What follows belongs to an exercise in optimizing a design on an open flow for small area, a short achievable clock period and few clock cycles per item; a production flow would make more cautious choices. Where RTL was checked, it was by simulation tests only, not by an equivalence proof against the original. For runs 5 to 9, only the layout was checked, not whether the RTL still works. No activity file was given, so power comes from the tool's default toggle rates.

File: flow/design.v
`timescale 1 ns / 1 ps
`default_nettype none
module arbiter
(
	input  wire          axis_aclk,
	input  wire          axis_aresetn,
	input  wire [31 : 0] s0a_axis_tdata,
	input  wire  		 s0a_axis_tvalid,
	output wire  		 s0a_axis_tready,
	input  wire  		 s0a_axis_tlast,
	input  wire [31 : 0] s0b_axis_tdata,
	input  wire          s0b_axis_tvalid,
	output wire          s0b_axis_tready,
	input  wire          s0b_axis_tlast,
	output wire [31 : 0] m0k_axis_tdata,
	output wire          m0k_axis_tvalid,
	input wire           m0k_axis_tready,
	output wire          m0k_axis_tlast,
    output wire          m0k_axis_a,
    output wire          m0k_axis_b
);
reg arb;
reg lock;
wire sel_valid = arb ? s0b_axis_tvalid : s0a_axis_tvalid;
wire sel_last  = arb ? s0b_axis_tlast  : s0a_axis_tlast;
wire oth_valid = arb ? s0a_axis_tvalid : s0b_axis_tvalid;
wire take      = sel_valid & m0k_axis_tready;
always @(posedge axis_aclk or negedge axis_aresetn)
    if (~axis_aresetn) lock <= 1'b0;
    else if (take) lock <= ~sel_last;
always @(posedge axis_aclk or negedge axis_aresetn)
    if (~axis_aresetn) arb <= 1'b0;
    else if (take ? (sel_last & oth_valid) : (~lock & ~sel_valid)) arb <= ~arb;
assign m0k_axis_tvalid = sel_valid;
assign m0k_axis_tdata  = arb ? s0b_axis_tdata : s0a_axis_tdata;
assign m0k_axis_tlast  = sel_last;
assign m0k_axis_a      = ~arb;
assign m0k_axis_b      = arb;
assign s0a_axis_tready = m0k_axis_tready & ~arb;
assign s0b_axis_tready = m0k_axis_tready & arb;
endmodule
`default_nettype wire
File: flow/run.sh
#!/bin/bash
# synth_recipe.tcl (not shown) runs the flow's synth.tcl, then flattens the netlist and writes it again
# the make line also repeats each setting of config.mk as NAME=value (left out here)
make -C /OpenROAD-flow-scripts/flow DESIGN_CONFIG=/design/flow/config.mk WORK_HOME=/design/flow/orfs CLKGATE_MAP_FILE= SYNTH_SCRIPT=/design/flow/synth_recipe.tcl finish
File: flow/config.mk
export PLATFORM = sky130hd
export DESIGN_NAME = arbiter
export DESIGN_NICKNAME = arbiter
export VERILOG_FILES = /design/flow/design.v
export SDC_FILE = /design/flow/constraint.sdc
export NUM_CORES = 4
export LEC_CHECK = 0
export CAP_MARGIN = 20
export CORE_MARGIN = 2
export CORE_UTILIZATION = 40
export SLEW_MARGIN = 20
File: flow/constraint.sdc
create_clock -name core_clock -period 4.0 [get_ports {axis_aclk}]
set_input_delay 0.8000 -clock core_clock [delete_from_list [all_inputs] [get_ports {axis_aclk}]]
set_output_delay 0.8000 -clock core_clock [all_outputs]
set_load 0.01 [all_outputs]
==> summary.txt, run 1 <==
Status
  • Status: stopped before the end
  • Exit stage: global placement
  • Error msg: [ERROR GPL-0301] Utilization 138.537 % exceeds 100%.

Synth
  • Sequential-to-total area share from yosys stat: 0.0920
  • Syn nets: 122
  • Largest area contributor in the netlist: mux2_1
  • Most common cell in the netlist: mux2_1
  • Yosys warnings: 1
  • Syn avg cell area: 10.7 µm²
  • Mapped Cells: 51
  • Prevailing post-synth register cell: dfrtp_1
  • Library cells used by synthesis: 16
  • Fraction of registers with async set/reset: 1.00
  • Synthesized cell area: 544 µm²
  • Share of the synthesized area in the top cell type: 0.517
  • Synth top cells by count: mux2_1, mux2_2, buf_6
  • Number of flops mapped to enable cells by yosys: 0
  • Synth area leaders: mux2_1, mux2_2, dfrtp_1
  • Seq cells post-synth: 2

Die
  • Die width: 40.9 µm
  • Std-Cell Rows: 13
  • Initial Util: 0.424
  • Die H: 40.9 µm
  • Boundary Pins: 109

Place
  • IO buf count: 108
kinds of logic after synthesis:
| family | share of synthesized area |
|---|---|
| flip-flops | 0.0920 |
| buffers and inverters | 0.0897 |
| AND/OR/NAND/NOR | 0.0460 |
| AO/OA/AOI/OAI | 0.0368 |
| multiplexers | 0.736 |
Testbench counts, summed over its fixed seeds: cycles 32,092, items 24,069.
==> run 2, diff against run 1 <==
==> flow/design.v (replaced) <==
`timescale 1 ns / 1 ps
`default_nettype none
module arbiter
(
	input  wire          axis_aclk,
	input  wire          axis_aresetn,
	input  wire [31 : 0] s0a_axis_tdata,
	input  wire  		 s0a_axis_tvalid,
	output wire  		 s0a_axis_tready,
	input  wire  		 s0a_axis_tlast,
	input  wire [31 : 0] s0b_axis_tdata,
	input  wire          s0b_axis_tvalid,
	output wire          s0b_axis_tready,
	input  wire          s0b_axis_tlast,
	output wire [31 : 0] m0k_axis_tdata,
	output wire          m0k_axis_tvalid,
	input wire           m0k_axis_tready,
	output wire          m0k_axis_tlast,
    output wire          m0k_axis_a,
    output wire          m0k_axis_b
);
reg ga, gb;
reg lock;
wire sel_valid = gb ? s0b_axis_tvalid : s0a_axis_tvalid;
wire sel_last  = gb ? s0b_axis_tlast  : s0a_axis_tlast;
wire oth_valid = gb ? s0a_axis_tvalid : s0b_axis_tvalid;
wire take      = sel_valid & m0k_axis_tready;
wire flip = take ? (sel_last & oth_valid) : (~lock & ~sel_valid);
always @(posedge axis_aclk or negedge axis_aresetn)
    if (~axis_aresetn) lock <= 1'b0;
    else if (take) lock <= ~sel_last;
always @(posedge axis_aclk or negedge axis_aresetn)
    if (~axis_aresetn) ga <= 1'b1;
    else if (flip) ga <= ~ga;
always @(posedge axis_aclk or negedge axis_aresetn)
    if (~axis_aresetn) gb <= 1'b0;
    else if (flip) gb <= ~gb;
assign m0k_axis_tvalid = sel_valid;
assign m0k_axis_tdata  = ({32{ga}} & s0a_axis_tdata) | ({32{gb}} & s0b_axis_tdata);
assign m0k_axis_tlast  = (ga & s0a_axis_tlast) | (gb & s0b_axis_tlast);
assign m0k_axis_a      = ga;
assign m0k_axis_b      = gb;
assign s0a_axis_tready = m0k_axis_tready & ~gb;
assign s0b_axis_tready = m0k_axis_tready & gb;
endmodule
`default_nettype wire
==> flow/flow/run.sh (new file) <==
#!/bin/bash
set -euo pipefail
bash standard.sh BUFFER_PORTS_ARGS="-buffer_cell sky130_fd_sc_hd__buf_1" finish > standard.log 2>&1
==> flow/standard.sh (new file) <==
#!/bin/bash
# synth_recipe.tcl (not shown) runs the flow's synth.tcl, then flattens the netlist and writes it again
# the make line also repeats each setting of config.mk as NAME=value (left out here)
make -C /OpenROAD-flow-scripts/flow DESIGN_CONFIG=/design/flow/config.mk WORK_HOME=/design/flow/orfs CLKGATE_MAP_FILE= SYNTH_SCRIPT=/design/flow/synth_recipe.tcl "${@:-finish}"
--- a/flow/config.mk
+++ b/flow/config.mk
@@ -7,5 +7,6 @@
 export LEC_CHECK = 0
 export CAP_MARGIN = 20
 export CORE_MARGIN = 2
-export CORE_UTILIZATION = 40
+export CORE_UTILIZATION = 20
+export SETUP_SLACK_MARGIN = 2.0
 export SLEW_MARGIN = 20
removed: flow/run.sh
==> summary.txt, run 2 <==
Critical path
  • Family with the most delay on the worst path: multiplexers
  • Top cell by count, worst path: buf_6
  • Crit path cell chain: buf_6 > mux2_4 > buf_6
  • Crit. Startpoint: s0a_axis_tvalid
  • Required @ worst endpoint: 3.20 ns
  • Crit end category: output port
  • Startpoint Class: input pin
  • CP max stage delay: 0.27 ns
  • Crit path DAT: 1.30 ns
  • Setup CP Type: in -> out
  • Crit-path max FO: 2
  • CP max-delay cell: mux2_4
  • RR Startpoint: gb
  • Buf/Inv on CP: 2

Layout
  • ANT cells: 0
  • Commonest non-fill, non-tap cells in the layout: buf_1, buf_2, a22o_1, buf_6, buf_4
  • Finished Core Util: 0.482
  • Fin area: 1160 µm²
  • Layout cells sized above 1: 0.360
  • Commonest non-fill, non-tap cell in the layout: buf_1
  • Filler cell count in the final layout: 267
  • Biggest regs: ga (1), gb (1), lock (1)
  • Area delta synth->final: 135%
  • Final-stage net count: 244

Synth
  • Yosys warnings: 1 (unchanged)
  • Library cells used by synthesis: 15 (-1)
  • Syn avg cell area: 9.15 µm² (-14%)
  • Most common cell in the netlist: a22o_1
  • Synth area leaders: a22o_1, dfrtp_1, buf_2
  • Synthesized cell area: 494 µm² (-9.2%)
  • Fraction of registers with async set/reset: 1.00 (unchanged)
  • Syn nets: 125 (+2.5%)
  • Number of flops mapped to enable cells by yosys: 0 (unchanged)
  • Mapped Cells: 54 (+5.9%)
  • Share of the synthesized area in the top cell type: 0.585 (+0.0676)
  • Synth top cells by count: a22o_1, buf_2, dfrtp_1, xor2_1
  • Largest area contributor in the netlist: a22o_1
  • Sequential-to-total area share from yosys stat: 0.154 (+0.0625)
  • Seq cells post-synth: 3 (+1)
  • Prevailing post-synth register cell: dfrtp_1

Worst hold path
  • Hold Path Class: in -> async

GRT
  • Vias in the first global route: 772
  • First-pass GRT wire length: 3.28 mm
  • Total gr overflow: 0
  • Initial antenna violation count: 0
  • Gr usage total: 0.156
  • Largest net degree at the start of global routing: 20

Die
  • Die area: 2880 µm²
  • Std-Cell Rows: 18 (+5)
  • Core area: 2410 µm²
  • Initial Util: 0.205 (-0.218)
  • Boundary Pins: 109 (unchanged)
  • Die H: 53.7 µm (+31%)
  • Die width: 53.7 µm (+31%)

Pwr
  • Net Switching: 0.378 mW
  • Seq pwr share: 0.100
  • VDD IR max: 0.000387 V
  • Internal power: 0.498 mW
  • LEAKAGE: 0.563 nW
  • Clk pwr share: 0.062
  • Comb power frac: 0.838
  • Power Density: 753 nW/µm²
  • Sw Share: 0.431

Detailed routing
  • Antenna Nets Post-Route: 0
  • Drt wl/cell: 13.6 µm
  • DR vias/cell: 4.71
  • DR DRC count: 0
  • WL final: 2.75 mm
  • Vias: 952
  • Initial DRC Count: 7
  • First-pass detailed-route iteration total: 4

Clock tree
  • Clk Latency, worst-skew pair: 0.23 ns
  • CTS tree: done
  • Worst-path clk slew: 0.04 ns
  • CTS buffer count: 3
  • Clock Sink Count: 3
  • Clk root buf: clkbuf_4
  • Max H-tree Level: 1
  • Clock Path Buffers: 2

Place
  • Placed inst area: 896 µm²
  • GP Congestion: 0.612
  • DP HPWL: 1.93 mm
  • Setup WS pre-CTS: 1.55 ns
  • IO buf count: 108 (unchanged)

Timing
  • Rel. slew slack: 0.835
  • Total count of max-transition violations in the final report: 0
  • F_max: 477 MHz
  • Unrepaired setup endpoints after global routing: yes
  • Min cycle time layout: 2.10 ns
  • Final period util: 0.524
  • Fin Clk Skew: 0.00398 ns
  • Final worst slack: 1.90 ns
  • Worst slew pin tran: 0.241 ns
  • Setup Total Neg Slack: 0 ns
  • Final hold viol count: 0
  • Setup-failing EPs final: 0

Status
  • Status: finished clean

Flow run
  • Max_cap viols: 0
run 2: cell types whose count changed after synthesis, moves of 2 or more:
cell    delta
mux2_1    -25
buf_2      +6
buf_6      -3
xor2_1     +2
a22o_1    +33
inv_1      -2
mux2_2     -6
run 2: metrics by stage:
step                instances  total power, mW  hold slack, ns
floorplan                  54            0.437           0.500
global placement          184            0.568           0.519
detailed placement        184            0.585           0.522
CTS                       196            0.791           0.360
global route              202            0.946           0.379
finish                    202            0.876           0.372
run 2: cells by family after synthesis:
group,count (synthesis),share of synthesized area
AO/OA/AOI/OAI,34,0.610
buffers and inverters,8,0.0835
AND/OR/NAND/NOR,4,0.0430
multiplexers,3,0.0734
flip-flops,3,0.154
XOR/XNOR,2,0.0354
run 2: worst paths after layout:
kind                       cells past startpoint  slack [ns]         endpoint
setup / recovery                               3        1.90  m0k_axis_tvalid
hold / removal                                 1        0.37             lock
setup reg to reg                               4        2.49             lock
hold reg to reg                                1        0.53             lock
max in group asynchronous                      1        3.39               ga
min in group core_clock                        1        0.53             lock
run 2: final cells by class:
class                           instances  area (µm²)  area share
Tap cell                               30        37.5      0.0323
Clock buffer                            4        26.3      0.0226
Multi-Input combinational cell         43         379       0.326
Sequential cell                         3        83.8      0.0721
Timing Repair Buffer                  122         636       0.547
run 2: worst reg2reg max path: stages, from the launching register on:
cell and delay, ns:
dfrtp_4 0.53, mux2_4 0.33, buf_4 0.15, nand2_1 0.06, mux2_2 0.32
run 2: power groups by stage:
| stage | sequential, mW | combinational, mW | clock, mW |
|---|---|---|---|
| finish | 0.0877 | 0.734 | 0.0539 |
| detailed placement | 0.163 | 0.422 | 0 |
| global placement | 0.152 | 0.416 | 0 |
| CTS | 0.0790 | 0.656 | 0.0564 |
| floorplan | 0.0662 | 0.371 | 0 |
| global route | 0.0910 | 0.793 | 0.0619 |
run 2: timing repair:
| item | 4_1_cts | 5_1_grt |
|---|---|---|
| gates resized for setup | 43 | 11 |
| cloned | 0 | 2 |
| endpoints found under the setup margin | 40 | 37 |
| buffers inserted | 8 | 4 |
| hold buffers | 0 | 0 |
run 2: metal layers:
metal,track usage,vias to the layer above,share of wire
met5,0,-,0
met4,0.0256,0,0
met3,0.0306,0,0.10
met2,0.317,57,0.52
met1,0.163,433,0.38
li1,-,462,-
Testbench counts of run 2, summed over its fixed seeds: cycles 32,092, items 24,069.
==> run 3, diff against run 2 <==
--- a/flow/config.mk
+++ b/flow/config.mk
@@ -8,5 +8,5 @@
 export CAP_MARGIN = 20
 export CORE_MARGIN = 2
 export CORE_UTILIZATION = 20
-export SETUP_SLACK_MARGIN = 2.0
+export SETUP_SLACK_MARGIN = 1.7
 export SLEW_MARGIN = 20
==> summary.txt, run 3 <==
GRT
  • Largest net degree at the start of global routing: 40 (+100%)
  • Vias in the first global route: 712 (-7.8%)
  • Gr usage total: 0.134 (-0.0220)
  • First-pass GRT wire length: 2.88 mm (-12%)
  • Total gr overflow: 0 (unchanged)
  • Initial antenna violation count: 0 (unchanged)

Timing
  • Worst slew pin tran: 0.403 ns (+0.162 ns)
  • Final hold viol count: 0 (unchanged)
  • Unrepaired setup endpoints after global routing: yes
  • Final period util: 0.560 (+0.0366)
  • Min cycle time layout: 2.24 ns (+0.146 ns)
  • Setup Total Neg Slack: 0 ns (unchanged)
  • Hold Worst Slack: 0.363 ns (-0.00917 ns)
  • F_max: 446 MHz (-6.5%)
  • Setup-failing EPs final: 0 (unchanged)
  • Total count of max-transition violations in the final report: 0 (unchanged)
  • Fin Clk Skew: 0.00521 ns (+0.00123 ns)
  • Rel. slew slack: 0.731 (-0.104)
  • Final worst slack: 1.76 ns (-0.146 ns)

Synth
  • Synth top cells by count: a22o_1, buf_2, dfrtp_1, xor2_1
  • Syn nets: 125 (unchanged)
  • Fraction of registers with async set/reset: 1.00 (unchanged)
  • Largest area contributor in the netlist: a22o_1
  • Yosys warnings: 1 (unchanged)
  • Prevailing post-synth register cell: dfrtp_1
  • Synthesized cell area: 494 µm² (unchanged)
  • Mapped Cells: 54 (unchanged)
  • Seq cells post-synth: 3 (unchanged)
  • Library cells used by synthesis: 15 (unchanged)
  • Synth area leaders: a22o_1, dfrtp_1, buf_2
  • Most common cell in the netlist: a22o_1
  • Share of the synthesized area in the top cell type: 0.585 (unchanged)
  • Number of flops mapped to enable cells by yosys: 0 (unchanged)
  • Syn avg cell area: 9.15 µm² (unchanged)
  • Sequential-to-total area share from yosys stat: 0.154 (unchanged)

Layout
  • FF+latch area: 83.8 µm² (unchanged)
  • Final-stage net count: 230 (-5.7%)
  • Commonest non-fill, non-tap cell in the layout: buf_1
  • Commonest non-fill, non-tap cells in the layout: buf_1, a22o_1, clkbuf_4, xor2_1
  • Finished Layout Cells: 188 (-6.9%)
  • Biggest regs: ga (1), gb (1), lock (1)
  • Area delta synth->final: 88.1%
  • ANT cells: 0 (unchanged)
  • Filler cell count in the final layout: 280 (+4.9%)
  • Multi-input gate area: 377 µm² (-0.66%)
  • Layout cells sized above 1: 0.0506 (-0.310)

Pwr
  • Internal power: 0.304 mW (-39%)
  • VDD IR max: 0.000445 V (+15%)
  • Power, Total: 0.638 mW (-27%)
  • Sw Share: 0.523 (+0.0913)
  • Clk pwr share: 0.084 (+0.022)
  • Power Density: 686 nW/µm² (-8.9%)
  • Comb power frac: 0.649 (-0.189)
  • LEAKAGE: 0.349 nW (-38%)
  • Seq pwr share: 0.267 (+0.167)
  • Net Switching: 0.333 mW (-12%)

Worst hold path
  • Hold Path Class: in -> async

Detailed routing
  • Antenna Nets Post-Route: 0 (unchanged)
  • Initial DRC Count: 10 (+3)
  • Drt wl/cell: 12.3 µm (-9.6%)
  • DR DRC count: 0 (unchanged)
  • Vias: 892 (-6.3%)
  • DR vias/cell: 4.74 (+0.67%)
  • First-pass detailed-route iteration total: 4 (unchanged)
  • WL final: 2.32 mm (-16%)

Critical path
  • Crit. Startpoint: ga
  • Worst r2r dst: lock
  • Required @ worst endpoint: 3.20 ns (about the same)
  • Crit-path max FO: 35 (+33)
  • RR Startpoint: gb
  • Startpoint Class: flip-flop
  • Crit end category: output port
  • Crit path DAT: 1.44 ns (+0.14 ns)
  • Worst reg-to-reg path cell count: 3 (-1)
  • R2R setup slack: 2.45 ns (-0.04 ns)
  • Setup CP Type: reg -> out
  • Critical path endpoint: m0k_axis_tdata[30]

Clock tree
  • Cts-stage hold buffer count: 0 (unchanged)
  • Clk root buf: clkbuf_4
  • Worst-path clk slew: 0.04 ns (about the same)
  • Clk Latency, worst-skew pair: 0.23 ns (about the same)
  • Max H-tree Level: 1 (unchanged)
  • Clock Path Buffers: 2 (unchanged)
  • CTS tree: done
  • Clock Sink Count: 3 (unchanged)
  • CTS buffer count: 3 (unchanged)

Place
  • IO buf count: 108 (unchanged)
  • # placed instances: 184 (unchanged)
  • Setup WS pre-CTS: 1.55 ns (unchanged)
  • GP Congestion: 0.612 (unchanged)
  • DP HPWL: 1.93 mm (unchanged)

Flow run
  • Max_cap viols: 0 (unchanged)

Die
  • Std-Cell Rows: 18 (unchanged)
  • Initial Util: 0.205 (unchanged)
  • Die H: 53.7 µm (unchanged)
  • Boundary Pins: 109 (unchanged)
  • Die width: 53.7 µm (unchanged)
  • Core area: 2410 µm² (unchanged)
  • Die area: 2880 µm² (unchanged)

Status
  • Status: finished clean
-- run 3: cell counts after synthesis --
Identical to the previous run, type by type.
-- run 3: area by class of cell --
| cell class | count | area share |
|---|---|---|
| multi-input combinational | 43 | 0.405 |
| timing repair buffer | 108 | 0.436 |
| tap | 30 | 0.0404 |
| clock buffer | 4 | 0.0283 |
| sequential | 3 | 0.0902 |
-- run 3: worst max-delay path: stages, from the launching register on --
cell and delay, ns:
dfstp_4 0.81, a22o_1 0.20, buf_1 0.19
-- run 3: metal layers --
layer	vias to the layer above	part of all wire	global-route usage
li1	433	-	-
met1	402	0.38	0.143
met2	57	0.50	0.264
met3	0	0.11	0.0306
met4	0	0	0.0256
met5	-	0	0
-- run 3: power by group through the flow --
| stage | clock [mW] | sequential, mW | combinational, mW |
|---|---|---|---|
| after floorplan | 0 | 0.0662 | 0.371 |
| after global placement | 0 | 0.152 | 0.416 |
| after detailed placement | 0 | 0.163 | 0.422 |
| after CTS | 0.0564 | 0.168 | 0.420 |
| after global routing | 0.0607 | 0.181 | 0.461 |
| final | 0.0535 | 0.170 | 0.414 |
-- run 3: worst min-delay path by stage --
stage / startpoint / to / slack [ns] / depth (start not counted)
floorplan: axis_aresetn / gb / 0.50 / 0
global placement: lock / lock / 0.52 / 1
detailed placement: lock / lock / 0.52 / 1
CTS: axis_aresetn / lock / 0.36 / 1
global route: axis_aresetn / lock / 0.36 / 1
finish: axis_aresetn / lock / 0.36 / 1
-- run 3: cells by family (layout without fill, tap and decap cells) --
group / Yosys count / count (layout) / share of synthesized area
simple gates: 4 / 4 / 0.0430
compound gates: 34 / 34 / 0.610
xor+xnor: 2 / 2 / 0.0354
flops: 3 / 3 / 0.154
buf+inv: 8 / 112 / 0.0835
mux: 3 / 3 / 0.0734
-- run 3: metrics by stage --
stage,utilization,instance area [µm²]
2_1_floorplan,-,494
3_3_place_gp,0.372,896
3_5_place_dp,0.372,896
4_1_cts,0.385,927
5_1_grt,0.386,930
6_report,0.386,930
-- run 3: repair_timing --
action	in CTS	in global routing
cloned	0	0
resized for setup	2	1
endpoints found under the setup margin	37	22
hold endpoints to repair	0	0
setup buffers	0	0
==> run 4, diff against run 3 <==
--- a/flow/config.mk
+++ b/flow/config.mk
@@ -6,7 +6,7 @@
 export NUM_CORES = 4
 export LEC_CHECK = 0
 export CAP_MARGIN = 20
-export CORE_MARGIN = 2
-export CORE_UTILIZATION = 20
+export CORE_AREA = 2.3 2.72 67.62 65.28
+export DIE_AREA = 0 0 70 68
 export SETUP_SLACK_MARGIN = 1.7
 export SLEW_MARGIN = 20
==> summary.txt, run 4 <==
Clock tree
  • Worst-path clk slew: 0.03 ns (about the same)
  • Cts-stage hold buffer count: 0 (unchanged)
  • Clk Latency, worst-skew pair: 0.21 ns (-0.02 ns)
  • Clock Sink Count: 3 (unchanged)
  • Post-CTS Setup Inserts: 0 (unchanged)
  • Max H-tree Level: 1 (unchanged)
  • CTS tree: done
  • Clk root buf: clkbuf_8
  • Clock Path Buffers: 2 (unchanged)
  • CTS buffer count: 3 (unchanged)

Synth
  • Synth area leaders: a22o_1, dfrtp_1, buf_2
  • Number of flops mapped to enable cells by yosys: 0 (unchanged)
  • Synthesized cell area: 494 µm² (unchanged)
  • Fraction of registers with async set/reset: 1.00 (unchanged)
  • Sequential-to-total area share from yosys stat: 0.154 (unchanged)
  • Largest area contributor in the netlist: a22o_1
  • Most common cell in the netlist: a22o_1
  • Syn avg cell area: 9.15 µm² (unchanged)
  • Share of the synthesized area in the top cell type: 0.585 (unchanged)
  • Synth top cells by count: a22o_1, buf_2, dfrtp_1, xor2_1
  • Mapped Cells: 54 (unchanged)
  • Seq cells post-synth: 3 (unchanged)
  • Yosys warnings: 1 (unchanged)
  • Prevailing post-synth register cell: dfrtp_1
  • Library cells used by synthesis: 15 (unchanged)
  • Syn nets: 125 (unchanged)

Die
  • Die width: 70 µm (+30%)
  • Die H: 68 µm (+27%)
  • Boundary Pins: 109 (unchanged)
  • Initial Util: 0.121 (-0.0841)
  • Std-Cell Rows: 23 (+5)
  • Die area: 4760 µm² (+65%)
  • Core area: 4090 µm² (+70%)

Timing
  • Hold Worst Slack: 0.401 ns (+0.0385 ns)
  • Total count of max-transition violations in the final report: 0 (unchanged)
  • Setup Total Neg Slack: 0 ns (unchanged)
  • Setup-failing EPs final: 0 (unchanged)
  • Worst slew pin tran: 0.320 ns (-0.0834 ns)
  • Final period util: 0.556 (-0.00449)
  • Unrepaired setup endpoints after global routing: yes
  • F_max: 450 MHz (+0.81%)
  • Rel. slew slack: 0.787 (+0.0556)
  • Final hold viol count: 0 (unchanged)
  • Fin Clk Skew: 0.00252 ns (-0.00269 ns)
  • Min cycle time layout: 2.22 ns (-0.0179 ns)

GRT
  • Vias in the first global route: 807 (+13%)
  • Largest net degree at the start of global routing: 36 (-10%)
  • Most Crowded Layer GR: met2
  • Met1 Use GR: 0.101 (-0.0419)
  • Met3 Resource Use GR: 0.0250 (-0.00552)
  • M2 GR Usage: 0.173 (-0.0916)
  • Initial antenna violation count: 0 (unchanged)
  • Gr usage total: 0.0915 (-0.0428)
  • Total gr overflow: 0 (unchanged)
  • First-pass GRT wire length: 3.42 mm (+19%)

Detailed routing
  • Antenna Nets Post-Route: 0 (unchanged)
  • Initial DRC Count: 12 (+2)
  • Drt wl/cell: 12.1 µm (-1.6%)
  • DR vias/cell: 4.33 (-8.8%)
  • WL final: 2.53 mm (+9.4%)
  • DR DRC count: 0 (unchanged)
  • First-pass detailed-route iteration total: 4 (unchanged)
  • Vias: 904 (+1.3%)

Critical path
  • Setup CP Type: reg -> out
  • Crit-path max FO: 35 (unchanged)
  • Crit path DAT: 1.42 ns (-0.02 ns)
  • R2R setup slack: 2.57 ns (+0.12 ns)
  • Crit path cell chain: a22o_1 > buf_1
  • Crit end category: output port
  • CP max-delay cell: dfstp_4
  • Startpoint Class: flip-flop
  • CP max stage delay: 0.82 ns (about the same)
  • Required @ worst endpoint: 3.20 ns (about the same)

Place
  • DP HPWL: 2.11 mm (+9.7%)
  • IO buf count: 108 (unchanged)
  • GP Congestion: 0.624 (+2.0%)

Layout
  • Biggest regs: ga (1), gb (1), lock (1)
  • Area delta synth->final: 98.5%
  • ANT cells: 0 (unchanged)
  • Final-stage net count: 231 (+0.43%)
  • Commonest non-fill, non-tap cells in the layout: buf_1, a22o_1, clkbuf_8, xor2_1
  • Commonest non-fill, non-tap cell in the layout: buf_1
  • Layout cells sized above 1: 0.0566 (+0.00597)

Worst hold path
  • Hold Path Class: in -> async

Flow run
  • Max_cap viols: 0 (unchanged)

Pwr
  • Power Density: 698 nW/µm² (+1.8%)
  • LEAKAGE: 0.362 nW (+3.6%)
  • VDD IR max: 0.000122 V (-73%)

Status
  • Status: finished clean
run 4: cell counts after synthesis:
No cell type changed its count.
run 4: path summary, 6_finish.rpt:
check | start | end | cells past startpoint
worst max-delay path | ga | m0k_axis_tdata[24] | 2
worst min-delay path | axis_aresetn | lock | 1
min in group core_clock | lock | lock | 1
max in group asynchronous | axis_aresetn | ga | 1
worst max register to register | gb | lock | 3
worst min register to register | lock | lock | 1
run 4: through the flow:
stage	setup WS (ns)	power (mW)	instances	cell area [µm²]	util
final	1.78	0.685	209	981	0.240
after global routing	1.69	0.746	209	981	0.240
after global placement	1.76	0.594	205	928	0.227
after detailed placement	1.74	0.599	205	928	0.227
after floorplan	2.02	0.437	54	494	-
after CTS	1.72	0.695	209	978	0.239
run 4: repair_timing:
action / CTS / global route
gates cloned: 0 / 0
endpoints found under the setup margin: 35 / 15
hold endpoints to repair: 0 / 0
gates resized for setup: 2 / 1
run 4: logic make-up after synthesis:
group           share of synthesized area
compound gates                      0.610
xor+xnor                           0.0354
buf+inv                            0.0835
flops                               0.154
mux                                0.0734
simple gates                       0.0430
run 4: cell type report:
type | instances | area, µm²
well taps | 50 | 62.6
fillers | 471 | 3110
multi-input cells | 43 | 377
flip-flops and latches | 3 | 83.8
clock buffers | 4 | 45.0
repair buffers | 109 | 413
run 4: worst max-delay path, delay by kind of cell, from the launching register on:
| family | cells | cell delay [ns] |
|---|---|---|
| DFF | 1 | 0.82 |
| AOI/OAI and AO/OA | 1 | 0.22 |
| buffers and inverters | 1 | 0.17 |
run 4: power by group:
part           leakage, nW  switching (mW)  internal (mW)  total [mW]
clock               0.0228          0.0187         0.0679      0.0865
sequential          0.0334          0.0841         0.0600       0.144
combinational        0.306           0.240          0.214       0.454
run 4: metal layers:
metal  wire length [µm]  share of wire
met4                  0              0
met2               1320           0.52
met5                  0              0
met3                243          0.096
met1                974           0.38
==> run 5, diff against run 4 <==
--- a/flow/design.v
+++ b/flow/design.v
@@ -35,7 +35,7 @@
 always @(posedge axis_aclk or negedge axis_aresetn)
     if (~axis_aresetn) gb <= 1'b0;
     else if (flip) gb <= ~gb;
-assign m0k_axis_tvalid = sel_valid;
+assign m0k_axis_tvalid = (ga & s0a_axis_tvalid) | (gb & s0b_axis_tvalid);
 assign m0k_axis_tdata  = ({32{ga}} & s0a_axis_tdata) | ({32{gb}} & s0b_axis_tdata);
 assign m0k_axis_tlast  = (ga & s0a_axis_tlast) | (gb & s0b_axis_tlast);
 assign m0k_axis_a      = ga;
--- a/flow/config.mk
+++ b/flow/config.mk
@@ -7,6 +7,8 @@
 export LEC_CHECK = 0
 export CAP_MARGIN = 20
 export CORE_AREA = 2.3 2.72 67.62 65.28
+export CTS_CLUSTER_DIAMETER = 100
+export CTS_CLUSTER_SIZE = 30
 export DIE_AREA = 0 0 70 68
-export SETUP_SLACK_MARGIN = 1.7
+export SETUP_SLACK_MARGIN = 1.8
 export SLEW_MARGIN = 20
==> summary.txt, run 5 <==
Status
  • Status: finished clean

Place
  • DP HPWL: 2.02 mm (-4.4%)
  • GP Congestion: 0.695 (+11%)
  • # placed instances: 209 (+2.0%)
  • IO buf count: 108 (unchanged)

Timing
  • Worst slew pin tran: 0.359 ns (+0.0389 ns)
  • Final period util: 0.531 (-0.0245)
  • Setup Total Neg Slack: 0 ns (unchanged)
  • Fin Clk Skew: 0.00208 ns (-0.000444 ns)
  • Setup-failing EPs final: 0 (unchanged)
  • Min cycle time layout: 2.13 ns (-0.0979 ns)
  • F_max: 470 MHz (+4.6%)
  • Total count of max-transition violations in the final report: 0 (unchanged)
  • Final hold viol count: 0 (unchanged)
  • Rel. slew slack: 0.754 (-0.0328)
  • Unrepaired setup endpoints after global routing: no

GRT
  • Largest net degree at the start of global routing: 23 (-36%)
  • Gr usage total: 0.102 (+0.0105)
  • Vias in the first global route: 869 (+7.7%)
  • First-pass GRT wire length: 3.88 mm (+13%)
  • Initial antenna violation count: 0 (unchanged)
  • Total gr overflow: 0 (unchanged)

Layout
  • Commonest non-fill, non-tap cell in the layout: buf_1
  • Area delta synth->final: 108%
  • Finished Layout Cells: 216 (+3.3%)
  • Commonest non-fill, non-tap cells in the layout: buf_1, a22o_1, clkbuf_8
  • Layout cells sized above 1: 0.0542 (-0.00239)
  • Final-stage net count: 238 (+3.0%)
  • ANT cells: 0 (unchanged)
  • Biggest regs: ga (1), gb (1), lock (1)

Synth
  • Synth area leaders: a22o_1, dfrtp_1, dfstp_2
  • Multiplexer share of the synthesized area: 0.0647 (-0.00874)
  • Xor/xnor share of the synthesized area: 0.0174 (-0.0180)
  • Synth top cells by count: a22o_1, buf_2, clkbuf_1
  • Fraction of registers with async set/reset: 1.00 (unchanged)
  • Largest area contributor in the netlist: a22o_1
  • Number of flops mapped to enable cells by yosys: 0 (unchanged)
  • Share of the synthesized area in the top cell type: 0.592 (+0.00723)
  • Library cells used by synthesis: 16 (+1)
  • Simple-Gate Fraction of Synth Area: 0.0498 (+0.00671)
  • Seq cells post-synth: 3 (unchanged)
  • Yosys warnings: 1 (unchanged)
  • Syn nets: 129 (+3.2%)
  • Syn avg cell area: 8.67 µm² (-5.2%)
  • Sequential-to-total area share from yosys stat: 0.152 (-0.00269)
  • Prevailing post-synth register cell: dfrtp_1
  • Synthesized cell area: 503 µm² (+1.8%)
  • Largest family of logic cells by synthesized area: compound AO/OA/AOI/OAI gates
  • Adder-cell share of the synthesized area: 0 (unchanged)
  • Complex-gate fraction of the synthesized area: 0.644 (+0.0342)
  • Mapped Cells: 58 (+7.4%)
  • Most common cell in the netlist: a22o_1

Detailed routing
  • Drt wl/cell: 12.5 µm (+2.9%)
  • First-pass detailed-route iteration total: 4 (unchanged)
  • Antenna Nets Post-Route: 0 (unchanged)
  • Initial DRC Count: 12 (unchanged)
  • DR vias/cell: 4.41 (+2.0%)
  • WL final: 2.70 mm (+6.4%)
  • DR DRC count: 0 (unchanged)
  • Vias: 953 (+5.4%)

Pwr
  • Sw Share: 0.479 (-0.0222)
  • VDD IR max: 0.000215 V (+76%)
  • Power Density: 714 nW/µm² (+2.3%)
  • Net Switching: 0.357 mW (+4.2%)
  • Seq pwr share: 0.137 (-0.073)
  • Comb power frac: 0.747 (+0.084)
  • LEAKAGE: 0.381 nW (+5.4%)
  • Power, Total: 0.747 mW (+9.0%)
  • Clk pwr share: 0.116 (-0.010)
  • Internal power: 0.389 mW (+14%)

Die
  • Die H: 68 µm (unchanged)
  • Core area: 4090 µm² (unchanged)
  • Std-Cell Rows: 23 (unchanged)
  • Die area: 4760 µm² (unchanged)
  • Initial Util: 0.123 (+0.00214)
  • Die width: 70 µm (unchanged)
  • Boundary Pins: 109 (unchanged)

Flow run
  • Max_cap viols: 0 (unchanged)

Critical path
  • Crit path DAT: 1.33 ns (-0.09 ns)
  • Crit-path max FO: 22 (-37%)
  • CP max stage delay: 0.57 ns (-0.25 ns)
  • Startpoint Class: flip-flop
  • Crit path cell chain: buf_6 > a22o_1 > buf_1
  • Crit end category: output port
  • Required @ worst endpoint: 3.20 ns (about the same)
  • Setup CP Type: reg -> out
  • CP max-delay cell: dfrtp_4

Clock tree
  • Clock Path Buffers: 2 (unchanged)
  • Max H-tree Level: 1 (unchanged)
  • Cts-stage hold buffer count: 0 (unchanged)
  • Worst-path clk slew: 0.03 ns (about the same)
  • CTS tree: done
  • Clock Sink Count: 3 (unchanged)
  • Clk Latency, worst-skew pair: 0.21 ns (about the same)
  • CTS buffer count: 3 (unchanged)
  • Clk root buf: clkbuf_8

Worst hold path
  • Hold Path Class: in -> async
==> run 5: critical path, delay by kind of cell (launching register included) <==
| family | cells | cell delay, ns |
|---|---|---|
| buffers and inverters | 2 | 0.33 |
| DFF | 1 | 0.57 |
| AOI/OAI and AO/OA | 1 | 0.20 |
==> run 5: layer usage <==
layer	routed length [µm]	global-route usage	vias up
li1	-	-	461
met1	1080	0.118	440
met2	1400	0.198	52
met3	218	0.0191	0
met4	0	0.0216	0
met5	0	0	-
==> run 5: repair_timing <==
| action | in CTS | in global routing |
|---|---|---|
| gates resized for setup | 3 | 2 |
| cloned | 0 | 0 |
| endpoints found under the setup margin | 36 | 23 |
| setup buffers | 3 | 0 |
==> run 5: cell families (layout without fill, tap and decap cells) <==
family                    after synthesis  count (layout)
muxes                                   3               3
AOI/OAI and AO/OA                      38              38
and+or+nand+nor                         5               5
xor gates and xnor gates                1               1
buffers and inverters                   8             116
DFF                                     3               3
==> run 5: stage by stage <==
stage | utilization | instance area, µm² | hold slack, ns | setup WS [ns]
floorplan | - | 503 | 0.504 | 1.99
global placement | 0.231 | 942 | 0.534 | 1.83
detailed placement | 0.231 | 942 | 0.548 | 1.75
CTS | 0.254 | 1040 | 0.380 | 1.80
global route | 0.256 | 1050 | 0.399 | 1.81
finish | 0.256 | 1050 | 0.385 | 1.87
==> run 5: power by group through the flow <==
stage | combinational [mW] | sequential, mW | clock, mW
after global routing | 0.615 | 0.109 | 0.0938
after global placement | 0.448 | 0.136 | 0
after CTS | 0.559 | 0.101 | 0.0897
after floorplan | 0.363 | 0.0683 | 0
after detailed placement | 0.452 | 0.145 | 0
final | 0.558 | 0.102 | 0.0867
==> run 5: cell type report <==
class	instances	area (µm²)
fillers	461	3040
repair buffers	112	464
multi-input cells	47	390
well taps	50	62.6
clock buffers	4	45.0
flip-flops and latches	3	83.8
==> run 5: path summary, 6_finish.rpt <==
path / from / end / slack, ns / cells after the start
worst min-delay path: axis_aresetn / gb / 0.38 / 1
worst max-delay path: gb / m0k_axis_tlast / 1.87 / 3
worst max register to register: gb / gb / 2.43 / 4
worst min register to register: lock / lock / 0.57 / 1
min in group core_clock: lock / lock / 0.57 / 1
max in group asynchronous: axis_aresetn / ga / 3.39 / 1
==> run 6, diff against run 5 <==
--- a/flow/config.mk
+++ b/flow/config.mk
@@ -7,8 +7,9 @@
 export LEC_CHECK = 0
 export CAP_MARGIN = 20
 export CORE_AREA = 2.3 2.72 67.62 65.28
+export CTS_BUF_LIST = sky130_fd_sc_hd__clkbuf_2 sky130_fd_sc_hd__clkbuf_4
 export CTS_CLUSTER_DIAMETER = 100
 export CTS_CLUSTER_SIZE = 30
 export DIE_AREA = 0 0 70 68
-export SETUP_SLACK_MARGIN = 1.8
+export SETUP_SLACK_MARGIN = 1.9
 export SLEW_MARGIN = 20
==> summary.txt, run 6 <==
GRT
  • Initial antenna violation count: 0 (unchanged)
  • Total gr overflow: 0 (unchanged)
  • Largest net degree at the start of global routing: 23 (unchanged)
  • Gr usage total: 0.107 (+0.00473)
  • Vias in the first global route: 894 (+2.9%)
  • First-pass GRT wire length: 4.01 mm (+3.4%)

Layout
  • Area delta synth->final: 118%
  • ANT cells: 0 (unchanged)
  • Layout cells sized above 1: 0.259 (+0.205)
  • Commonest non-fill, non-tap cell in the layout: buf_1
  • Finished Layout Cells: 220 (+1.9%)
  • Biggest regs: ga (1), gb (1), lock (1)
  • Commonest non-fill, non-tap cells in the layout: buf_1, a22o_1, buf_2, clkbuf_2, buf_4
  • Final-stage net count: 242 (+1.7%)

Synth
  • Number of flops mapped to enable cells by yosys: 0 (unchanged)
  • Simple-Gate Fraction of Synth Area: 0.0498 (unchanged)
  • Share of the synthesized area in the top cell type: 0.592 (unchanged)
  • Adder-cell share of the synthesized area: 0 (unchanged)
  • Library cells used by synthesis: 16 (unchanged)
  • Largest area contributor in the netlist: a22o_1
  • Prevailing post-synth register cell: dfrtp_1
  • Most common cell in the netlist: a22o_1
  • Largest family of logic cells by synthesized area: compound AO/OA/AOI/OAI gates
  • Complex-gate fraction of the synthesized area: 0.644 (unchanged)
  • Multiplexer share of the synthesized area: 0.0647 (unchanged)
  • Synth area leaders: a22o_1, dfrtp_1, dfstp_2
  • Yosys warnings: 1 (unchanged)
  • Xor/xnor share of the synthesized area: 0.0174 (unchanged)
  • Synth top cells by count: a22o_1, buf_2, clkbuf_1
  • Synthesized cell area: 503 µm² (unchanged)
  • Seq cells post-synth: 3 (unchanged)
  • Fraction of registers with async set/reset: 1.00 (unchanged)
  • Syn avg cell area: 8.67 µm² (unchanged)
  • Sequential-to-total area share from yosys stat: 0.152 (unchanged)
  • Syn nets: 129 (unchanged)
  • Mapped Cells: 58 (unchanged)

Timing
  • Final worst slack: 1.88 ns (+0.00804 ns)
  • Final hold viol count: 0 (unchanged)
  • Setup Total Neg Slack: 0 ns (unchanged)
  • Unrepaired setup endpoints after global routing: yes
  • Min cycle time layout: 2.12 ns (-0.00804 ns)
  • Fin Clk Skew: 0.000125 ns (-0.00195 ns)
  • Final period util: 0.529 (-0.00201)
  • Setup-failing EPs final: 0 (unchanged)
  • Rel. slew slack: 0.759 (+0.00465)
  • Worst slew pin tran: 0.352 ns (-0.00678 ns)
  • F_max: 472 MHz (+0.38%)
  • Total count of max-transition violations in the final report: 0 (unchanged)

Critical path
  • Crit path DAT: 1.32 ns (about the same)
  • CP max stage delay: 0.64 ns (+0.07 ns)
  • CP max-delay cell: dfstp_4
  • Crit path cell chain: buf_12 > a22o_1 > buf_1
  • Buf/Inv on CP: 2 (unchanged)
  • Family with the most delay on the worst path: flip-flops
  • Crit end category: output port
  • Worst reg-to-reg path cell count: 4 (unchanged)
  • Crit-path max FO: 18 (-18%)
  • Startpoint Class: flip-flop
  • Crit path depth: 3 (unchanged)
  • Setup CP Type: reg -> out
  • Required @ worst endpoint: 3.20 ns (about the same)

Detailed routing
  • DR vias/cell: 4.43 (+0.35%)
  • WL final: 2.77 mm (+2.6%)
  • Antenna Nets Post-Route: 0 (unchanged)
  • DR DRC count: 0 (unchanged)
  • Initial DRC Count: 16 (+4)
  • Vias: 974 (+2.2%)
  • First-pass detailed-route iteration total: 4 (unchanged)
  • Drt wl/cell: 12.6 µm (+0.77%)

Clock tree
  • Max H-tree Level: 1 (unchanged)
  • Clock Sink Count: 3 (unchanged)
  • Clock Path Buffers: 2 (unchanged)
  • CTS buffer count: 3 (unchanged)
  • CTS tree: done
  • Worst-path clk slew: 0.04 ns (about the same)
  • Clk root buf: clkbuf_4
  • Clk Latency, worst-skew pair: 0.23 ns (+0.02 ns)
  • Cts-stage hold buffer count: 0 (unchanged)

Place
  • # placed instances: 209 (unchanged)
  • Setup WS pre-CTS: 1.75 ns (unchanged)
  • DP HPWL: 2.02 mm (unchanged)
  • GP Congestion: 0.695 (unchanged)
  • IO buf count: 108 (unchanged)

Pwr
  • LEAKAGE: 0.489 nW (+28%)
  • VDD IR max: 0.000209 V (-2.8%)
  • Power Density: 717 nW/µm² (+0.37%)
  • Power, Total: 0.787 mW (+5.4%)

Status
  • Status: finished clean

Worst hold path
  • Hold Path Class: in -> async

Die
  • Boundary Pins: 109 (unchanged)
  • Die width: 70 µm (unchanged)
  • Initial Util: 0.123 (unchanged)
  • Die H: 68 µm (unchanged)
  • Core area: 4090 µm² (unchanged)
  • Std-Cell Rows: 23 (unchanged)
  • Die area: 4760 µm² (unchanged)

Flow run
  • Max_cap viols: 0 (unchanged)
[run 6: changes by cell type in the layout (fill, tap and decap cells not counted), sizes merged]
cell	change
buf	-1
clkbuf	+5
[run 6: metrics by stage]
step	cell area [µm²]	utilization	hold WS (ns)
finish	1100	0.269	0.360
global route	1100	0.269	0.366
CTS	1080	0.265	0.354
detailed placement	942	0.231	0.548
global placement	942	0.231	0.534
floorplan	503	-	0.504
[run 6: worst paths after layout]
path                              startpoint                 end  slack, ns
worst max-delay path                      ga  m0k_axis_tdata[20]       1.88
worst min-delay path            axis_aresetn                  gb       0.36
worst max register to register            gb                lock       2.47
worst min register to register          lock                lock       0.57
max in group asynchronous       axis_aresetn                  ga       3.42
min in group core_clock                 lock                lock       0.57
[run 6: what timing repair did]
item / CTS / global route
setup endpoints to repair: 37 / 34
setup buffers: 6 / 1
pin swaps: 0 / 0
gates resized for setup: 30 / 5
endpoints found under the hold margin: 0 / 0
[run 6: metal layers]
layer | wire length, µm | part of all wire | vias up | global-route usage
li1 | - | - | 470 | -
met1 | 1070 | 0.39 | 450 | 0.117
met2 | 1460 | 0.53 | 52 | 0.213
met3 | 217 | 0.078 | 2 | 0.0191
met4 | 15 | 0.0054 | 0 | 0.0288
met5 | 0 | 0 | - | 0
[run 6: final cells by class]
type | instances | area [µm²]
Multi-Input combinational cell | 47 | 390
Sequential cell | 3 | 83.8
Timing Repair Buffer | 116 | 532
Clock buffer | 4 | 30.0
Fill cell | 467 | 2990
Tap cell | 50 | 62.6
[run 6: worst register-to-register path, stage by stage (launching register included)]
cell,delay (ns)
dfrtp_4,0.49
buf_4,0.18
mux2_1,0.34
nand2_1,0.08
mux2_1,0.32
[run 6: power breakdown]
part	switching, mW	total, mW	internal, mW
logic	0.323	0.647	0.323
clock network	0.0171	0.0613	0.0442
registers	0.0215	0.0793	0.0578
total	0.362	0.787	0.425
[run 6: cell families (layout without fill, tap and decap cells)]
| group | Yosys count | after routing |
|---|---|---|
| flip-flops | 3 | 3 |
| multiplexers | 3 | 3 |
| XOR/XNOR | 1 | 1 |
| AO/OA/AOI/OAI | 38 | 38 |
| buffers and inverters | 8 | 120 |
| AND/OR/NAND/NOR | 5 | 5 |
==> run 7, diff against run 6 <==
==> flow/flow/run.sh (replaced) <==
#!/bin/bash
set -euo pipefail
bash standard.sh \
  BUFFER_PORTS_ARGS="-buffer_cell sky130_fd_sc_hd__buf_1" \
  CTS_ARGS="-buf_list sky130_fd_sc_hd__clkbuf_2 -root_buf sky130_fd_sc_hd__clkbuf_2 -dont_use_dummy_load -repair_clock_nets" \
  finish > standard.log 2>&1
==> flow/config.mk (replaced) <==
export PLATFORM = sky130hd
export DESIGN_NAME = arbiter
export DESIGN_NICKNAME = arbiter
export VERILOG_FILES = /design/flow/design.v
export SDC_FILE = /design/flow/constraint.sdc
export NUM_CORES = 4
export LEC_CHECK = 0
export CAP_MARGIN = 20
export CORE_AREA = 2.3 2.72 67.62 65.28
export DIE_AREA = 0 0 70 68
export SETUP_SLACK_MARGIN = 1.8
export SLEW_MARGIN = 20
==> summary.txt, run 7 <==
Status
  • Status: finished clean

Die
  • Die area: 4760 µm² (unchanged)
  • Initial Util: 0.123 (unchanged)
  • Core area: 4090 µm² (unchanged)
  • Boundary Pins: 109 (unchanged)
  • Die width: 70 µm (unchanged)
  • Die H: 68 µm (unchanged)
  • Std-Cell Rows: 23 (unchanged)

Place
  • IO buf count: 108 (unchanged)
  • DP HPWL: 2.02 mm (unchanged)
  • Placed inst area: 942 µm² (unchanged)
  • Setup WS pre-CTS: 1.75 ns (unchanged)
  • GP Congestion: 0.695 (unchanged)

Synth
  • Prevailing post-synth register cell: dfrtp_1
  • Number of flops mapped to enable cells by yosys: 0 (unchanged)
  • Synth area leaders: a22o_1, dfrtp_1, dfstp_2
  • Seq cells post-synth: 3 (unchanged)
  • Largest area contributor in the netlist: a22o_1
  • Most common cell in the netlist: a22o_1
  • Sequential-to-total area share from yosys stat: 0.152 (unchanged)
  • Syn nets: 129 (unchanged)
  • Synth top cells by count: a22o_1, buf_2, clkbuf_1
  • Mapped Cells: 58 (unchanged)
  • Library cells used by synthesis: 16 (unchanged)
  • Fraction of registers with async set/reset: 1.00 (unchanged)
  • Syn avg cell area: 8.67 µm² (unchanged)
  • Yosys warnings: 1 (unchanged)
  • Synthesized cell area: 503 µm² (unchanged)
  • Share of the synthesized area in the top cell type: 0.592 (unchanged)

Detailed routing
  • Antenna Nets Post-Route: 0 (unchanged)
  • DR vias/cell: 4.47 (+0.96%)
  • DR DRC count: 0 (unchanged)
  • Vias: 961 (-1.3%)
  • First-pass detailed-route iteration total: 2 (-2)
  • WL final: 2.69 mm (-2.7%)
  • Initial DRC Count: 12 (-4)
  • Drt wl/cell: 12.5 µm (-0.45%)

Timing
  • Worst slew pin tran: 0.357 ns (+0.00516 ns)
  • Unrepaired setup endpoints after global routing: no
  • Min cycle time layout: 2.10 ns (-0.0179 ns)
  • Rel. slew slack: 0.755 (-0.00354)
  • Final period util: 0.525 (-0.00447)
  • Final worst slack: 1.90 ns (+0.0179 ns)
  • Final hold viol count: 0 (unchanged)
  • Total count of max-transition violations in the final report: 0 (unchanged)
  • Setup Total Neg Slack: 0 ns (unchanged)
  • Fin Clk Skew: 0.0108 ns (+0.0107 ns)
  • Setup-failing EPs final: 0 (unchanged)
  • F_max: 476 MHz (+0.85%)

Worst hold path
  • Hold Path Class: in -> async

GRT
  • Largest net degree at the start of global routing: 23 (unchanged)
  • Vias in the first global route: 864 (-3.4%)
  • Gr usage total: 0.102 (-0.00505)
  • First-pass GRT wire length: 3.86 mm (-3.6%)
  • Total gr overflow: 0 (unchanged)
  • Initial antenna violation count: 0 (unchanged)

Pwr
  • Internal power: 0.342 mW (-20%)
  • Seq pwr share: 0.147 (+0.046)
  • LEAKAGE: 0.371 nW (-24%)
  • VDD IR max: 0.000213 V (+1.7%)
  • Clk pwr share: 0.049 (-0.029)
  • Sw Share: 0.507 (+0.0480)
  • Net Switching: 0.352 mW (-2.7%)
  • Comb power frac: 0.805 (-0.016)
  • Power Density: 683 nW/µm² (-4.7%)

Clock tree
  • Worst-path clk slew: 0.04 ns (about the same)
  • CTS tree: done
  • Clock Path Buffers: 2 (unchanged)
  • Clk Latency, worst-skew pair: 0.20 ns (-0.03 ns)
  • Max H-tree Level: 1 (unchanged)
  • Clock Sink Count: 3 (unchanged)
  • Clk root buf: clkbuf_2
  • CTS buffer count: 3 (unchanged)

Layout
  • Commonest non-fill, non-tap cell in the layout: buf_1
  • Area delta synth->final: 102%
  • Commonest non-fill, non-tap cells in the layout: buf_1, a22o_1, clkbuf_2
  • ANT cells: 0 (unchanged)
  • Finished Core Util: 0.249 (-0.0202)
  • Final-stage net count: 238 (-1.7%)
  • Layout cells sized above 1: 0.0545 (-0.204)
  • Fin area: 1020 µm² (-7.5%)
  • Biggest regs: ga (1), gb (1), lock (1)

Critical path
  • Setup CP Type: reg -> out
  • Crit-path max FO: 22 (+4)
  • Crit path DAT: 1.30 ns (-0.02 ns)
  • Required @ worst endpoint: 3.20 ns (about the same)
  • Crit end category: output port
  • Startpoint Class: flip-flop

Flow run
  • Max_cap viols: 0 (unchanged)
run 7: cell counts after synthesis:
Identical to the previous run, type by type.
run 7: layout make-up:
cell class | instances | area [µm²]
Fill cell | 464 | 3070
Timing Repair Buffer | 112 | 464
Multi-Input combinational cell | 47 | 390
Sequential cell | 3 | 83.8
Tap cell | 50 | 62.6
Clock buffer | 3 | 15.0
run 7: kinds of logic after synthesis:
group | share of synthesized area
AO/OA/AOI/OAI | 0.644
flip-flops | 0.152
XOR/XNOR | 0.0174
multiplexers | 0.0647
AND/OR/NAND/NOR | 0.0497
buffers and inverters | 0.0721
run 7: repair_timing:
action | in CTS | in global routing
resized for setup | 3 | 2
hold endpoints to repair | 0 | 0
cloned | 0 | 0
hold buffers | 0 | 0
buffers inserted | 3 | 0
setup endpoints to repair | 36 | 26
run 7: stage by stage:
stage,cells,power (mW),hold slack [ns]
5_1_grt,215,0.763,0.387
3_5_place_dp,209,0.597,0.548
3_3_place_gp,209,0.583,0.534
4_1_cts,215,0.696,0.380
2_1_floorplan,58,0.432,0.504
6_report,215,0.693,0.396
run 7: worst max-delay path: stages, from the launching register on:
cell and delay, ns:
dfrtp_4 0.57, buf_6 0.20, a22o_1 0.20, buf_1 0.13
run 7: worst paths after layout:
path                            cells past startpoint  slack, ns             end         start
worst max-delay path                                3       1.90  m0k_axis_tlast            gb
worst min-delay path                                1       0.40            lock  axis_aresetn
worst max register to register                      4       2.44              gb            gb
worst min register to register                      1       0.57            lock          lock
max in group asynchronous                           1       3.38              ga  axis_aresetn
min in group core_clock                             1       0.57            lock          lock
run 7: power groups by stage:
stage / clock network [mW] / logic, mW / registers, mW
floorplan: 0 / 0.363 / 0.0683
global placement: 0 / 0.448 / 0.136
detailed placement: 0 / 0.452 / 0.145
CTS: 0.0365 / 0.559 / 0.101
global route: 0.0389 / 0.615 / 0.109
finish: 0.0339 / 0.558 / 0.102
run 7: per-layer routing:
layer  wire length, µm  vias up  global-route usage
met3               216        0              0.0191
met2              1400       52               0.196
met4                 0        0              0.0216
li1                  -      462                   -
met1              1070      447               0.118
met5                 0        -                   0
==> run 8, diff against run 7 <==
==> flow/flow/run.sh (replaced) <==
#!/bin/bash
set -euo pipefail
bash standard.sh \
  BUFFER_PORTS_ARGS="-buffer_cell sky130_fd_sc_hd__buf_1" \
  CTS_ARGS="-buf_list sky130_fd_sc_hd__clkbuf_4 -root_buf sky130_fd_sc_hd__clkbuf_4 -dont_use_dummy_load -repair_clock_nets" \
  finish > standard.log 2>&1
==> summary.txt, run 8 <==
Die
  • Std-Cell Rows: 23 (unchanged)
  • Die H: 68 µm (unchanged)
  • Core area: 4090 µm² (unchanged)
  • Die width: 70 µm (unchanged)
  • Initial Util: 0.123 (unchanged)
  • Die area: 4760 µm² (unchanged)
  • Boundary Pins: 109 (unchanged)

Timing
  • Final hold viol count: 0 (unchanged)
  • Unrepaired setup endpoints after global routing: no
  • Setup-failing EPs final: 0 (unchanged)
  • Rel. slew slack: 0.755 (about the same)
  • Fin Clk Skew: 0.00790 ns (-0.00293 ns)
  • Worst slew pin tran: 0.357 ns (-0.000410 ns)
  • Setup Total Neg Slack: 0 ns (unchanged)
  • Total count of max-transition violations in the final report: 0 (unchanged)
  • Min cycle time layout: 2.13 ns (+0.0333 ns)
  • Final period util: 0.533 (+0.00832)
  • F_max: 469 MHz (-1.6%)

Critical path
  • R2R setup slack: 2.44 ns (about the same)
  • Crit path DAT: 1.33 ns (+0.03 ns)
  • Worst reg-to-reg path cell count: 4 (unchanged)
  • Crit end category: output port
  • Startpoint Class: flip-flop
  • Required @ worst endpoint: 3.20 ns (about the same)
  • Setup CP Type: reg -> out
  • Crit-path max FO: 22 (unchanged)
  • Worst r2r dst: gb
  • RR Startpoint: gb

Place
  • IO buf count: 108 (unchanged)
  • Placed inst area: 942 µm² (unchanged)
  • GP Congestion: 0.695 (unchanged)
  • DP HPWL: 2.02 mm (unchanged)

Pwr
  • VDD IR max: 0.000213 V (about the same)
  • Power, Total: 0.710 mW (+2.4%)
  • Power Density: 692 nW/µm² (+1.3%)
  • LEAKAGE: 0.382 nW (+2.8%)

GRT
  • First-pass GRT wire length: 3.86 mm (unchanged)
  • Total gr overflow: 0 (unchanged)
  • Largest net degree at the start of global routing: 23 (unchanged)
  • Vias in the first global route: 864 (unchanged)
  • Initial antenna violation count: 0 (unchanged)
  • Gr usage total: 0.102 (unchanged)

Clock tree
  • Worst-path clk slew: 0.04 ns (about the same)
  • Max H-tree Level: 1 (unchanged)
  • Clk Latency, worst-skew pair: 0.23 ns (+0.03 ns)
  • Clk root buf: clkbuf_4
  • CTS tree: done
  • Clock Sink Count: 3 (unchanged)
  • Clock Path Buffers: 2 (unchanged)
  • CTS buffer count: 3 (unchanged)

Layout
  • ANT cells: 0 (unchanged)
  • Layout cells sized above 1: 0.0727 (+0.0182)
  • Commonest non-fill, non-tap cell in the layout: buf_1
  • Commonest non-fill, non-tap cells in the layout: buf_1, a22o_1, clkbuf_4, clkbuf_2
  • Fin area: 1030 µm² (+1.1%)
  • Area delta synth->final: 104%
  • Filler cell count in the final layout: 464 (unchanged)
  • Biggest regs: ga (1), gb (1), lock (1)
  • Final-stage net count: 238 (unchanged)

Synth
  • Mapped Cells: 58 (unchanged)
  • Library cells used by synthesis: 16 (unchanged)
  • Sequential-to-total area share from yosys stat: 0.152 (unchanged)
  • Syn avg cell area: 8.67 µm² (unchanged)
  • Synthesized cell area: 503 µm² (unchanged)
  • Synth top cells by count: a22o_1, buf_2, clkbuf_1
  • Number of flops mapped to enable cells by yosys: 0 (unchanged)
  • Largest area contributor in the netlist: a22o_1
  • Synth area leaders: a22o_1, dfrtp_1, dfstp_2
  • Seq cells post-synth: 3 (unchanged)
  • Fraction of registers with async set/reset: 1.00 (unchanged)
  • Prevailing post-synth register cell: dfrtp_1
  • Share of the synthesized area in the top cell type: 0.592 (unchanged)
  • Yosys warnings: 1 (unchanged)
  • Most common cell in the netlist: a22o_1
  • Syn nets: 129 (unchanged)

Detailed routing
  • Vias: 955 (-0.62%)
  • DR DRC count: 0 (unchanged)
  • Drt wl/cell: 12.5 µm (-0.26%)
  • WL final: 2.68 mm (-0.26%)
  • Initial DRC Count: 12 (unchanged)
  • Antenna Nets Post-Route: 0 (unchanged)
  • DR vias/cell: 4.44 (-0.62%)
  • First-pass detailed-route iteration total: 2 (unchanged)

Status
  • Status: finished clean

Worst hold path
  • Hold Path Class: in -> async

Flow run
  • Max_cap viols: 0 (unchanged)
-- run 8: cell type report --
class	instances	area, µm²	share of cell area
repair buffers	112	468	0.456
multi-input cells	47	390	0.380
flip-flops and latches	3	83.8	0.0816
well taps	50	62.6	0.0609
clock buffers	3	22.5	0.0219
-- run 8: through the flow --
| step | setup WS (ns) | hold slack [ns] | cells | utilization |
|---|---|---|---|---|
| final | 1.87 | 0.364 | 215 | 0.251 |
| after global routing | 1.80 | 0.370 | 215 | 0.251 |
| after CTS | 1.79 | 0.359 | 215 | 0.248 |
| after detailed placement | 1.75 | 0.548 | 209 | 0.231 |
| after global placement | 1.83 | 0.534 | 209 | 0.231 |
| after floorplan | 1.99 | 0.504 | 58 | - |
-- run 8: worst max-delay path, cell delays in order (launching register included) --
cell	delay, ns
dfrtp_4	0.57
buf_6	0.20
a22o_1	0.20
buf_1	0.13
-- run 8: cells by family after synthesis --
group,share of synthesized area
compound gates,0.644
buf+inv,0.0721
simple gates,0.0497
mux,0.0647
flops,0.152
xor+xnor,0.0174
-- run 8: repair_timing --
action	4_1_cts	5_1_grt
gates resized for setup	3	5
pin swaps	0	0
buffers inserted	3	0
endpoints found under the setup margin	36	26
hold buffers	0	0
-- run 8: power breakdown --
group          internal (mW)  switching, mW  total, mW  leakage, nW
Combinational          0.267          0.294      0.561        0.334
Clock                 0.0333         0.0139     0.0473       0.0138
Sequential            0.0579         0.0438      0.102       0.0337
Total                  0.358          0.352      0.710        0.382
-- run 8: how the worst max path moves through the flow --
stage	startpoint	endpoint	slack [ns]	depth (start not counted)
global route	gb	m0k_axis_tdata[3]	1.80	3
CTS	gb	m0k_axis_tdata[0]	1.79	3
global placement	gb	m0k_axis_tdata[15]	1.83	3
floorplan	ga	m0k_axis_tdata[21]	1.99	3
detailed placement	gb	m0k_axis_tdata[0]	1.75	3
finish	gb	m0k_axis_tlast	1.87	3
-- run 8: per-layer routing --
| metal | track usage | wire, µm | vias to the layer above |
|---|---|---|---|
| li1 | - | - | 461 |
| met1 | 0.118 | 1060 | 442 |
| met5 | 0 | 0 | - |
| met4 | 0.0216 | 0 | 0 |
| met3 | 0.0191 | 222 | 0 |
| met2 | 0.196 | 1400 | 52 |
==> run 9, diff against run 8 <==
==> flow/flow/run.sh (replaced) <==
#!/bin/bash
set -euo pipefail
DU="sky130_fd_sc_hd__probe_p_8 sky130_fd_sc_hd__probec_p_8 sky130_fd_sc_hd__lpflow_bleeder_1 sky130_fd_sc_hd__lpflow_clkbufkapwr_1 sky130_fd_sc_hd__lpflow_clkbufkapwr_16 sky130_fd_sc_hd__lpflow_clkbufkapwr_2 sky130_fd_sc_hd__lpflow_clkbufkapwr_4 sky130_fd_sc_hd__lpflow_clkbufkapwr_8 sky130_fd_sc_hd__lpflow_clkinvkapwr_1 sky130_fd_sc_hd__lpflow_clkinvkapwr_16 sky130_fd_sc_hd__lpflow_clkinvkapwr_2 sky130_fd_sc_hd__lpflow_clkinvkapwr_4 sky130_fd_sc_hd__lpflow_clkinvkapwr_8 sky130_fd_sc_hd__lpflow_decapkapwr_12 sky130_fd_sc_hd__lpflow_decapkapwr_3 sky130_fd_sc_hd__lpflow_decapkapwr_4 sky130_fd_sc_hd__lpflow_decapkapwr_6 sky130_fd_sc_hd__lpflow_decapkapwr_8 sky130_fd_sc_hd__lpflow_inputiso0n_1 sky130_fd_sc_hd__lpflow_inputiso0p_1 sky130_fd_sc_hd__lpflow_inputiso1n_1 sky130_fd_sc_hd__lpflow_inputiso1p_1 sky130_fd_sc_hd__lpflow_inputisolatch_1 sky130_fd_sc_hd__lpflow_isobufsrc_1 sky130_fd_sc_hd__lpflow_isobufsrc_16 sky130_fd_sc_hd__lpflow_isobufsrc_2 sky130_fd_sc_hd__lpflow_isobufsrc_4 sky130_fd_sc_hd__lpflow_isobufsrc_8 sky130_fd_sc_hd__lpflow_isobufsrckapwr_16 sky130_fd_sc_hd__lpflow_lsbuf_lh_hl_isowell_tap_1 sky130_fd_sc_hd__lpflow_lsbuf_lh_hl_isowell_tap_2 sky130_fd_sc_hd__lpflow_lsbuf_lh_hl_isowell_tap_4 sky130_fd_sc_hd__lpflow_lsbuf_lh_isowell_4 sky130_fd_sc_hd__lpflow_lsbuf_lh_isowell_tap_1 sky130_fd_sc_hd__lpflow_lsbuf_lh_isowell_tap_2 sky130_fd_sc_hd__lpflow_lsbuf_lh_isowell_tap_4"
DU="$DU sky130_fd_sc_hd__buf_12 sky130_fd_sc_hd__buf_16 sky130_fd_sc_hd__clkbuf_8 sky130_fd_sc_hd__clkbuf_16"
DU="$DU sky130_fd_sc_hd__dfrtp_2 sky130_fd_sc_hd__dfrtp_4 sky130_fd_sc_hd__dfstp_2 sky130_fd_sc_hd__dfstp_4"
bash standard.sh \
  DONT_USE_CELLS="$DU" \
  BUFFER_PORTS_ARGS="-buffer_cell sky130_fd_sc_hd__buf_1" \
  CTS_ARGS="-buf_list sky130_fd_sc_hd__clkbuf_2 -root_buf sky130_fd_sc_hd__clkbuf_2 -dont_use_dummy_load -repair_clock_nets" \
  finish > standard.log 2>&1
--- a/flow/config.mk
+++ b/flow/config.mk
@@ -8,5 +8,5 @@
 export CAP_MARGIN = 20
 export CORE_AREA = 2.3 2.72 67.62 65.28
 export DIE_AREA = 0 0 70 68
-export SETUP_SLACK_MARGIN = 1.8
+export SETUP_SLACK_MARGIN = 1.9
 export SLEW_MARGIN = 20
==> summary.txt, run 9 <==
Timing
  • Setup Total Neg Slack: 0 ns (unchanged)
  • Setup-failing EPs final: 0 (unchanged)
  • F_max: 475 MHz (+1.4%)
  • Unrepaired setup endpoints after global routing: yes
  • Hold Worst Slack: 0.386 ns (+0.0227 ns)
  • Fin Clk Skew: 0.0153 ns (+0.00738 ns)

Clock tree
  • Clk root buf: clkbuf_2
  • Max H-tree Level: 1 (unchanged)
  • Worst-path clk slew: 0.05 ns (about the same)
  • CTS buffer count: 3 (unchanged)

Die
  • Die area: 4760 µm² (unchanged)
  • Die H: 68 µm (unchanged)
  • Core area: 4090 µm² (unchanged)

Place
  • GP Congestion: 0.665 (-4.4%)
  • DP HPWL: 1.89 mm (-6.4%)
  • IO buf count: 108 (unchanged)
  • # placed instances: 209 (unchanged)

Critical path
  • Top cell by count, worst path: buf_8
  • RR Startpoint: gb
  • Setup CP Type: reg -> out
  • Required @ worst endpoint: 3.20 ns (about the same)
  • R2R setup slack: 2.58 ns (+0.14 ns)
  • Crit path DAT: 1.30 ns (-0.03 ns)
  • Crit path cell chain: buf_8 > buf_8 > a22o_1 > clkbuf_2

Pwr
  • VDD IR max: 0.000259 V (+21%)

Layout
  • ANT cells: 0 (unchanged)
  • Layout cells sized above 1: 0.185 (+0.112)
  • Final-stage net count: 246 (+3.4%)
  • Filler cell count in the final layout: 463 (-0.22%)
  • Commonest non-fill, non-tap cells in the layout: buf_1, a22o_1, clkbuf_2, buf_2, buf_4
  • Area delta synth->final: 114%

Flow run
  • Max_cap viols: 0 (unchanged)

Synth
  • Complex-gate fraction of the synthesized area: 0.646 (+0.00161)
  • Fraction of registers with async set/reset: 1.00 (unchanged)
  • Multiplexer share of the synthesized area: 0.0648 (+0.000161)
  • Largest area contributor in the netlist: a22o_1
  • Synth top cells by count: a22o_1, buf_2, clkbuf_1
  • Yosys warnings: 1 (unchanged)
  • Xor/xnor share of the synthesized area: 0.0175 (+0.0000434)
  • Prevailing post-synth register cell: dfrtp_1
  • Most common cell in the netlist: a22o_1
  • Seq cells post-synth: 3 (unchanged)

GRT
  • Largest net degree at the start of global routing: 23 (unchanged)
  • Vias in the first global route: 773 (-11%)

Detailed routing
  • DR vias/cell: 4.23 (-4.8%)
  • Drt wl/cell: 12.2 µm (-2.2%)
  • Antenna Nets Post-Route: 0 (unchanged)
  • Initial DRC Count: 18 (+6)

Status
  • Status: finished clean
run 9: layout make-up:
class,instances,share of cell area
Clock buffer,3,0.0140
Sequential cell,3,0.0712
Tap cell,50,0.0583
Multi-Input combinational cell,47,0.364
Timing Repair Buffer,120,0.492
run 9: worst max-delay path by stage:
stage / start / to / slack, ns / depth (start not counted)
CTS: ga / m0k_axis_tdata[31] / 1.90 / 3
global placement: ga / m0k_axis_tdata[31] / 1.46 / 2
finish: ga / m0k_axis_tdata[8] / 1.90 / 4
detailed placement: ga / m0k_axis_tdata[31] / 1.39 / 2
global route: ga / m0k_axis_tdata[8] / 1.82 / 4
floorplan: ga / m0k_axis_tdata[21] / 1.96 / 3
run 9: through the flow:
stage	cell area (µm²)	power, mW	utilization
final	1070	0.748	0.262
after global routing	1070	0.821	0.262
after global placement	940	0.580	0.230
after floorplan	502	0.429	-
after detailed placement	940	0.589	0.230
after CTS	998	0.681	0.244
run 9: cell families (layout without fill, tap and decap cells):
kind of cell	after synthesis	after routing
AO/OA/AOI/OAI	38	38
buffers and inverters	8	123
AND/OR/NAND/NOR	5	5
multiplexers	3	3
flip-flops	3	3
XOR/XNOR	1	1
run 9: timing repair:
item	4_1_cts	5_1_grt
setup endpoints to repair	37	35
setup buffers	6	5
hold endpoints to repair	0	0
gates resized for setup	1	29
run 9: report_power, final:
part / internal, mW / switching [mW]
combinational: 0.311 / 0.338
sequential: 0.0492 / 0.0155
clock: 0.0200 / 0.0148
total: 0.380 / 0.368
run 9: worst register-to-register path: cells and delay by family (launching register included):
| family | cells | cell delay [ns] |
|---|---|---|
| DFF | 1 | 0.36 |
| muxes | 1 | 0.40 |
| buffers and inverters | 1 | 0.26 |
| AOI/OAI and AO/OA | 2 | 0.28 |
run 9: routing by layer:
metal,track usage,share of wire,vias up
li1,-,-,477
met1,0.122,0.42,413
met2,0.175,0.50,53
met3,0.0191,0.081,0
met4,0.0216,0,0
met5,0,0,-

Re-timed with assumed drivers on the ports (clkbuf_16 on the clock, buf_2 on other inputs), run 9 has 1.881 ns of setup slack against 1.897 ns with ideal ports, and 1.911 ns once port delays also move by the mid clock arrival of 0.216 ns.
